From an optimization exercise on the open Yosys and OpenROAD flow, aimed at small area and a short achievable clock period; shortcuts taken in it are not production practice.
RTL that was checked went through simulation tests only; none was proved equivalent to the original.
Power figures rest on the tool's default switching activity, not on a simulated workload.

==> flow/design.v (excerpt) <==
module desiredDrive_reg(
    input clk, rst_n,
    input [11:0] avg_torque,
    input [4:0] cadence,
    input not_pedaling,
    input [12:0] incline,
    input [2:0] scale,
    output logic [11:0] target_curr
);
Settings: LEC_CHECK=0, ABC_AREA=1, CAP_MARGIN=20, CORE_MARGIN=2, CORE_UTILIZATION=40, CTS_BUF_LIST=sky130_fd_sc_hd__clkbuf_4 sky130_fd_sc_hd__clkbuf_8, SLEW_MARGIN=20, TNS_END_PERCENT=5; clock period 13.0 ns.
standard.sh (not shown) runs the stock make flow with config.mk's settings and CLKGATE_MAP_FILE= SYNTH_SCRIPT=/design/flow/synth_recipe.tcl, a recipe that flattens the netlist after the stock synthesis.
==> flow/flow/run.sh <==
#!/bin/bash
# Layout flow: the standard flow (standard.sh), with these changes:
#  - synthesis: Yosys's generic "synth -run fine:" step skips its early ABC
#    pass (-noabc), so that extract_fa sees the RTL's full adders as written
#    (without the input/output inversions that pass puts around them), and
#    extract_fa leaves the carry-propagate adders (instances u_cpa_*) to the
#    final ABC mapping instead of building them from adder cells; the rest of
#    synthesis (dfflibmap, the final ABC mapping, flatten, renaming) is as in
#    the standard flow's synthesis;
#  - the port buffers are PORT_BUF cells;
#  - ORFS's timing repair aims for SETUP_MARGIN ns of setup slack.
# The SDC, the clock period and every other step are the standard flow's.
set -euo pipefail
HERE=$(pwd)
SETUP_MARGIN=8.0
PORT_BUF=sky130_fd_sc_hd__buf_2
# ORFS's synth.tcl with the changes
sed -e 's/synth -top \$::env(DESIGN_NAME) -run fine: {\*}\$synth_full_args/synth -top $::env(DESIGN_NAME) -run fine: -noabc {*}$synth_full_args/' \
    -e 's/extract_fa {\*}\[dont_use_extract_fa_args\]/extract_fa {*}[dont_use_extract_fa_args] c:* c:*u_cpa_* %d/' \
    "$FLOW_HOME/scripts/synth.tcl" > "$HERE/synth_changed.tcl"
grep -q -F -- '-run fine: -noabc' "$HERE/synth_changed.tcl"
grep -q -F -- 'extract_fa {*}[dont_use_extract_fa_args] c:* c:*u_cpa_* %d' "$HERE/synth_changed.tcl"
# The standard flow's synthesis wrapper, sourcing the changed synth.tcl
sed "s#source \$::env(SCRIPTS_DIR)/synth.tcl#source $HERE/synth_changed.tcl#" synth_recipe.tcl > "$HERE/flow_synth.tcl"
grep -q -F "source $HERE/synth_changed.tcl" "$HERE/flow_synth.tcl"
# The standard.sh, pointed at that wrapper
sed "s#SYNTH_SCRIPT=[^ ]*#SYNTH_SCRIPT=$HERE/flow_synth.tcl#" standard.sh > "$HERE/flow_standard.sh"
grep -q -F "SYNTH_SCRIPT=$HERE/flow_synth.tcl" "$HERE/flow_standard.sh"
bash "$HERE/flow_standard.sh" SETUP_SLACK_MARGIN=$SETUP_MARGIN \
    "BUFFER_PORTS_ARGS=-buffer_cell $PORT_BUF" finish > "$HERE/flow_make.log" 2>&1
The baseline finished clean.
Change:
--- a/flow/design.v
+++ b/flow/design.v
@@ -370,18 +370,14 @@
 assign torque_pos = {avg_torque[11:7] - 5'd7, avg_torque[6:0]};
 logic inc_hi, inc_lo;
 assign inc_hi = ~incline[12] & (|incline[11:8]);
 assign inc_lo = incline[12] & ~(&incline[11:8]);
 logic [8:0] incline_factor_lo;
 assign incline_factor_lo = {~incline[8], incline[7:0]};
-logic [8:0] incline_factor_limit;
-assign incline_factor_limit = incline_factor_lo | {9{inc_hi}};
 logic active;
 assign active = (|cadence[4:1]) & ~not_pedaling & torque_ge & ~inc_lo;
-logic [2:0] scale_g;
-assign scale_g = active ? scale : 3'h0;
 wire a_p1 = torque_pos[0] & scale[0];
 wire a_p2 = torque_pos[0] & scale[1];
 wire a_p3 = torque_pos[0] & scale[2];
 wire a_p4 = torque_pos[1] & scale[0];
 wire a_p5 = torque_pos[1] & scale[1];
 wire a_p6 = torque_pos[1] & scale[2];
Sequential cell count is unchanged.
Via count came out higher by about 2.7%.
Die area stays flat.
Design area grows by about 2.2%.
Wire length falls by 0.54%.
Power came out higher by about 2.8%.
Sequential share of layout area drops by 0.22 points.

* * *

desiredDrive_reg, a different RTL version from the one above (not shown whole).
Size in the first run: roughly 43 flip-flops, ~48 I/O pins, about 8700 µm² of cells after synthesis.
export LEC_CHECK = 0
export CAP_MARGIN = 20
export CORE_MARGIN = 2
export CORE_UTILIZATION = 40
export CTS_BUF_LIST = sky130_fd_sc_hd__clkbuf_4 sky130_fd_sc_hd__clkbuf_8
export SLEW_MARGIN = 20
export TNS_END_PERCENT = 5
create_clock -name core_clock -period 13.0 [get_ports {clk}]
==> flow/flow/run.sh <==
#!/bin/bash
# Layout flow: the standard flow (standard.sh), with these changes:
#  - synthesis: Yosys's generic "synth -run fine:" step skips its early ABC
#    pass (-noabc), so that extract_fa sees the RTL's full adders as written
#    (without the input/output inversions that pass puts around them), and
#    extract_fa looks for full adders only (EXTRACT_FA_ARGS); the rest of
#    synthesis (dfflibmap, the final ABC mapping, flatten, renaming) is as in
#    the standard flow's synthesis;
#    the final ABC mapping runs flow/map.abc (a delay-oriented mapping without
#    ABC's own buffering and sizing, which OpenROAD's repair does later);
#  - the port buffers are PORT_BUF cells;
#  - ORFS's timing repair aims for SETUP_SLACK_MARGIN ns of setup slack.
# The SDC, the clock period and every other step are the standard flow's.
set -euo pipefail
HERE=$(pwd)
EXTRACT_FA_ARGS=""
SETUP_MARGIN=7.6
PORT_BUF=sky130_fd_sc_hd__buf_1
# ORFS's synth.tcl with the changes
sed -e 's/synth -top \$::env(DESIGN_NAME) -run fine: {\*}\$synth_full_args/synth -top $::env(DESIGN_NAME) -run fine: -noabc {*}$synth_full_args/' \
    -e "s/extract_fa {\*}\[dont_use_extract_fa_args\]/extract_fa $EXTRACT_FA_ARGS/" \
    -e "s#^  log_cmd abc {\*}\$abc_args#  log_cmd abc {*}[lreplace \$abc_args 1 1 $HERE/flow/map.abc]#" \
    "$FLOW_HOME/scripts/synth.tcl" > "$HERE/synth_changed.tcl"
grep -q -- '-run fine: -noabc' "$HERE/synth_changed.tcl"
grep -q -- "^ *extract_fa $EXTRACT_FA_ARGS\$" "$HERE/synth_changed.tcl"
grep -q -- "lreplace \$abc_args 1 1 $HERE/flow/map.abc" "$HERE/synth_changed.tcl"
# The standard flow's synthesis wrapper, sourcing the changed synth.tcl
sed "s#source \$::env(SCRIPTS_DIR)/synth.tcl#source $HERE/synth_changed.tcl#" synth_recipe.tcl > "$HERE/flow_synth.tcl"
grep -q "source $HERE/synth_changed.tcl" "$HERE/flow_synth.tcl"
# The standard.sh, pointed at that wrapper
sed "s#SYNTH_SCRIPT=[^ ]*#SYNTH_SCRIPT=$HERE/flow_synth.tcl#" standard.sh > "$HERE/flow_standard.sh"
grep -q "SYNTH_SCRIPT=$HERE/flow_synth.tcl" "$HERE/flow_standard.sh"
bash "$HERE/flow_standard.sh" SETUP_SLACK_MARGIN=$SETUP_MARGIN \
    "BUFFER_PORTS_ARGS=-buffer_cell $PORT_BUF" finish > "$HERE/flow_make.log" 2>&1
==> flow/flow/map.abc <==
strash
&get -n
&st
&dch
&nf
&put
topo
stime -c
The baseline ran to the end with no violations.
Edit:
--- a/flow/design.v
+++ b/flow/design.v
@@ -624,22 +624,25 @@
     input [2:0] scale,
     output logic [11:0] target_curr
 );
 logic [14:0] ts_nxt, ic_nxt;
 logic [14:0] ts_rn, ic_rn;
 desiredDrive iDD(.avg_torque(avg_torque), .cadence(cadence), .not_pedaling(not_pedaling),
                  .incline(incline), .scale(scale), .ts_prod(ts_nxt), .ic_prod(ic_nxt));
+always_ff @(posedge clk) begin
+    ts_rn <= ~ts_nxt;
+    ic_rn <= ~ic_nxt;
+end
+logic valid;
 always_ff @(posedge clk, negedge rst_n) begin
     if (!rst_n)
-        ts_rn <= 15'h7FFF;
+        valid <= 1'b0;
     else
-        ts_rn <= ~ts_nxt;
+        valid <= 1'b1;
 end
-always_ff @(posedge clk)
-    ic_rn <= ~ic_nxt;
 logic [14:0] ts_r, ic_r;
 assign ts_r = ~ts_rn;
 assign ic_r = ~ic_rn;
 wire b_p1 = ts_r[0] & ic_r[0];
 wire b_p2 = ts_r[0] & ic_r[1];
 wire b_p3 = ts_r[0] & ic_r[2];
 wire b_p4 = ts_r[0] & ic_r[3];
@@ -1235,13 +1238,13 @@
 logic sat_r;
 always_ff @(posedge clk, negedge rst_n) begin
     if (!rst_n) begin
         curr_r <= 12'h000;
         sat_r <= 1'b0;
     end
     else begin
-        curr_r <= prod_hi[11:0];
-        sat_r <= |prod_hi[14:12];
+        curr_r <= prod_hi[11:0] & {12{valid}};
+        sat_r <= (|prod_hi[14:12]) & valid;
     end
 end
 assign target_curr = curr_r | {12{sat_r}};
 endmodule
Global-route usage rises by 1.3 points.
Register-to-register slack improves by 0.11 ns.
Design area is about the same.
Synthesized area barely changes.
Non-clock buffer count falls by 1.
Sequential power falls by about 3%.
No functional check of the RTL was part of the first run of this note.

* * *

Setup of lane 1:
Another version of the RTL of desiredDrive_reg (not shown whole).
For scale: roughly 1200 cells after synthesis, ~50 flip-flops, roughly 48 I/O pins.
export LEC_CHECK = 0
export ABC_AREA = 1
export CAP_MARGIN = 20
export CORE_MARGIN = 2
export CORE_UTILIZATION = 40
export CTS_BUF_LIST = sky130_fd_sc_hd__clkbuf_4 sky130_fd_sc_hd__clkbuf_8
export SLEW_MARGIN = 20
export TNS_END_PERCENT = 5
create_clock -name core_clock -period 13.0 [get_ports {clk}]
==> flow/flow/run.sh <==
#!/bin/bash
# Layout flow: the standard flow (standard.sh), with these changes:
#  - synthesis: Yosys's generic "synth -run fine:" step skips its early ABC
#    pass (-noabc), so that extract_fa sees the RTL's full adders as written
#    (without the input/output inversions that pass puts around them), and
#    extract_fa leaves the carry-propagate adders (instances u_cpa_*) to the
#    final ABC mapping instead of building them from adder cells; the rest of
#    synthesis (dfflibmap, the final ABC mapping, flatten, renaming) is as in
#    the standard flow's synthesis;
#  - the port buffers are PORT_BUF cells;
#  - ORFS's timing repair aims for SETUP_MARGIN ns of setup slack.
# The SDC, the clock period and every other step are the standard flow's.
set -euo pipefail
HERE=$(pwd)
SETUP_MARGIN=8.0
PORT_BUF=sky130_fd_sc_hd__buf_1
# ORFS's synth.tcl with the changes
sed -e 's/synth -top \$::env(DESIGN_NAME) -run fine: {\*}\$synth_full_args/synth -top $::env(DESIGN_NAME) -run fine: -noabc {*}$synth_full_args/' \
    -e 's/extract_fa {\*}\[dont_use_extract_fa_args\]/extract_fa {*}[dont_use_extract_fa_args] c:* c:*u_cpa_* %d/' \
    "$FLOW_HOME/scripts/synth.tcl" > "$HERE/synth_changed.tcl"
grep -q -F -- '-run fine: -noabc' "$HERE/synth_changed.tcl"
grep -q -F -- 'extract_fa {*}[dont_use_extract_fa_args] c:* c:*u_cpa_* %d' "$HERE/synth_changed.tcl"
# The standard flow's synthesis wrapper, sourcing the changed synth.tcl
sed "s#source \$::env(SCRIPTS_DIR)/synth.tcl#source $HERE/synth_changed.tcl#" synth_recipe.tcl > "$HERE/flow_synth.tcl"
grep -q -F "source $HERE/synth_changed.tcl" "$HERE/flow_synth.tcl"
# The standard.sh, pointed at that wrapper
sed "s#SYNTH_SCRIPT=[^ ]*#SYNTH_SCRIPT=$HERE/flow_synth.tcl#" standard.sh > "$HERE/flow_standard.sh"
grep -q -F "SYNTH_SCRIPT=$HERE/flow_synth.tcl" "$HERE/flow_standard.sh"
bash "$HERE/flow_standard.sh" SETUP_SLACK_MARGIN=$SETUP_MARGIN \
    "BUFFER_PORTS_ARGS=-buffer_cell $PORT_BUF" finish > "$HERE/flow_make.log" 2>&1
Edits applied to the flow inputs when going from lane 1 to lane 2:
--- a/flow/design.v
+++ b/flow/design.v
@@ -359,26 +359,29 @@
     input [11:0] avg_torque,
     input [4:0] cadence,
     input not_pedaling,
     input [12:0] incline,
     input [2:0] scale,
     output [14:0] ts_prod,
-    output [14:0] ic_prod,
-    output ic_hi
+    output [14:0] ic_prod
 );
 logic torque_ge;
 assign torque_ge = avg_torque[11] | avg_torque[10] | (avg_torque[9] & avg_torque[8] & avg_torque[7]);
 logic [11:0] torque_pos;
 assign torque_pos = {avg_torque[11:7] - 5'd7, avg_torque[6:0]};
 logic inc_hi, inc_lo;
 assign inc_hi = ~incline[12] & (|incline[11:8]);
 assign inc_lo = incline[12] & ~(&incline[11:8]);
 logic [8:0] incline_factor_lo;
 assign incline_factor_lo = {~incline[8], incline[7:0]};
+logic [8:0] incline_factor_limit;
+assign incline_factor_limit = incline_factor_lo | {9{inc_hi}};
 logic active;
 assign active = (|cadence[4:1]) & ~not_pedaling & torque_ge & ~inc_lo;
+logic [2:0] scale_g;
+assign scale_g = active ? scale : 3'h0;
 wire a_p1 = torque_pos[0] & scale[0];
 wire a_p2 = torque_pos[0] & scale[1];
 wire a_p3 = torque_pos[0] & scale[2];
 wire a_p4 = torque_pos[1] & scale[0];
 wire a_p5 = torque_pos[1] & scale[1];
 wire a_p6 = torque_pos[1] & scale[2];
@@ -544,51 +547,48 @@
 wire a_s165 = a_c128 ^ a_c144 ^ a_s145;
 wire a_c166 = (a_c128 & a_c144) | (a_c128 & a_s145) | (a_c144 & a_s145);
 wire a_s167 = incline_factor_lo[7] ^ a_p104 ^ a_c146;
 wire a_c168 = (incline_factor_lo[7] & a_p104) | (incline_factor_lo[7] & a_c146) | (a_p104 & a_c146);
 wire [14:0] a_q169;
 cpa_ic u_cpa_ic(.a({1'b0, incline_factor_lo[8], a_c166, a_c164, a_c162, a_c160, a_c158, a_c156, a_c154, a_c152, a_c150, a_c148, a_p70, a_p61, a_p60}), .b({1'b0, a_c168, a_s167, a_s165, a_s163, a_s161, a_s159, a_s157, a_s155, a_s153, a_s151, a_s149, a_s147, a_p65, 1'b0}), .s(a_q169));
+logic [5:0] cf_m1;
+assign cf_m1 = {1'b1, cadence} - 6'd1;
+logic [14:0] ic_lo_prod;
+assign ic_lo_prod = {a_q169[14], a_q169[13], a_q169[12], a_q169[11], a_q169[10], a_q169[9], a_q169[8], a_q169[7], a_q169[6], a_q169[5], a_q169[4], a_q169[3], a_q169[2], a_q169[1], a_q169[0]};
+logic [14:0] ic_sel;
+assign ic_sel = inc_hi ? {cf_m1, 3'b111, ~cf_m1} : ic_lo_prod;
 assign ts_prod = {15{active}} & {a_q59[14], a_q59[13], a_q59[12], a_q59[11], a_q59[10], a_q59[9], a_q59[8], a_q59[7], a_q59[6], a_q59[5], a_q59[4], a_q59[3], a_q59[2], a_q59[1], a_q59[0]};
-assign ic_prod = {a_q169[14], a_q169[13], a_q169[12], a_q169[11], a_q169[10], a_q169[9], a_q169[8], a_q169[7], a_q169[6], a_q169[5], a_q169[4], a_q169[3], a_q169[2], a_q169[1], a_q169[0]};
-assign ic_hi = inc_hi;
+assign ic_prod = {ic_sel[14], ic_sel[13], ic_sel[12], ic_sel[11], ic_sel[10], ic_sel[9], ic_sel[8], ic_sel[7], ic_sel[6], ic_sel[5], ic_sel[4], ic_sel[3], ic_sel[2], ic_sel[1], ic_sel[0]};
 endmodule
 module desiredDrive_reg(
     input clk, rst_n,
     input [11:0] avg_torque,
     input [4:0] cadence,
     input not_pedaling,
     input [12:0] incline,
     input [2:0] scale,
     output logic [11:0] target_curr
 );
 logic [14:0] ts_nxt, ic_nxt;
-logic ic_hi;
 logic [14:0] ts_rn, ic_rn;
 desiredDrive iDD(.avg_torque(avg_torque), .cadence(cadence), .not_pedaling(not_pedaling),
-                 .incline(incline), .scale(scale), .ts_prod(ts_nxt), .ic_prod(ic_nxt),
-                 .ic_hi(ic_hi));
-logic ic_hi_r;
-logic [4:0] cad_r;
+                 .incline(incline), .scale(scale), .ts_prod(ts_nxt), .ic_prod(ic_nxt));
 always_ff @(posedge clk) begin
     ts_rn <= ~ts_nxt;
     ic_rn <= ~ic_nxt;
-    ic_hi_r <= ic_hi;
-    cad_r <= cadence;
 end
 logic valid;
 always_ff @(posedge clk, negedge rst_n) begin
     if (!rst_n)
         valid <= 1'b0;
     else
         valid <= 1'b1;
 end
-logic [5:0] cf_m1;
-assign cf_m1 = {1'b1, cad_r} - 6'd1;
 logic [14:0] ts_r, ic_r;
 assign ts_r = ~ts_rn;
-assign ic_r = ic_hi_r ? {cf_m1, 3'b111, ~cf_m1} : ~ic_rn;
+assign ic_r = ~ic_rn;
 wire b_p1 = ts_r[0] & ic_r[0];
 wire b_p2 = ts_r[0] & ic_r[1];
 wire b_p3 = ts_r[0] & ic_r[2];
 wire b_p4 = ts_r[0] & ic_r[3];
 wire b_p5 = ts_r[0] & ic_r[4];
 wire b_p6 = ts_r[0] & ic_r[5];
--- outcome ---
Changes observed in lane 2 relative to lane 1: synthesized cell count has increased; minimum clock period after layout lost 0.15 ns; internal power summed over all cells went down; clock insertion delay at the later pin of the skew report held; setup slack up 0.15 ns. Lane 2 ended up with a lower design area than lane 1 did. Lower largest fanout on the critical path among lane 1 and lane 2: lane 1. No stage failed in lane 2, and the final checks on the layout all came back clean. Of the two values seen for slowest stage cell on the critical path, sky130_fd_sc_hd__fa_1 was produced by lane 2 and sky130_fd_sc_hd__fa_2 by lane 1.
No functional check of the RTL was part of lane 1.

afterwards: timing with drivers on the ports:
The results above use ideal ports. As a check the final layouts listed here were re-extracted and re-timed, cells and wires unchanged. Step 1 assumes that a clkbuf_16 drives the clock port and a buf_2 every other input. Step 2 moves the port delays by t, midway between the first and last clock arrival at a register: inputs arrive t later, outputs are due t later. That takes back most of the time a late clock gives input paths. Slacks: ideal ports / drivers / drivers and shift; pairs: ideal ports / drivers.
| run | t (ns) | slack for setup (ns) | hold slack, ns |
|---|---|---|---|
| the first run of note 1 | 0.359 | 7.793 / 7.785 / 7.425 | 0.720 / 0.720 / 0.720 |
| the second run of note 1 | 0.343 | 7.779 / 7.742 / 7.399 | 0.688 / 0.688 / 0.688 |
| the first run of note 2 | 0.350 | 7.361 / 7.347 / 6.996 | 0.790 / 0.790 / 0.790 |
| the second run of note 2 | 0.347 | 7.434 / 7.443 / 7.096 | 0.693 / 0.693 / 0.693 |
| lane 1 | 0.362 | 7.642 / 7.642 / 7.366 | 0.743 / 0.743 / 0.743 |
| lane 2 | 0.347 | 7.792 / 7.783 / 7.436 | 0.713 / 0.713 / 0.713 |
After both steps every run listed still meets setup and hold. For the second run of note 1, which loses most, drivers alone change the setup slack by -0.037 ns; drivers and shift together by -0.380 ns.
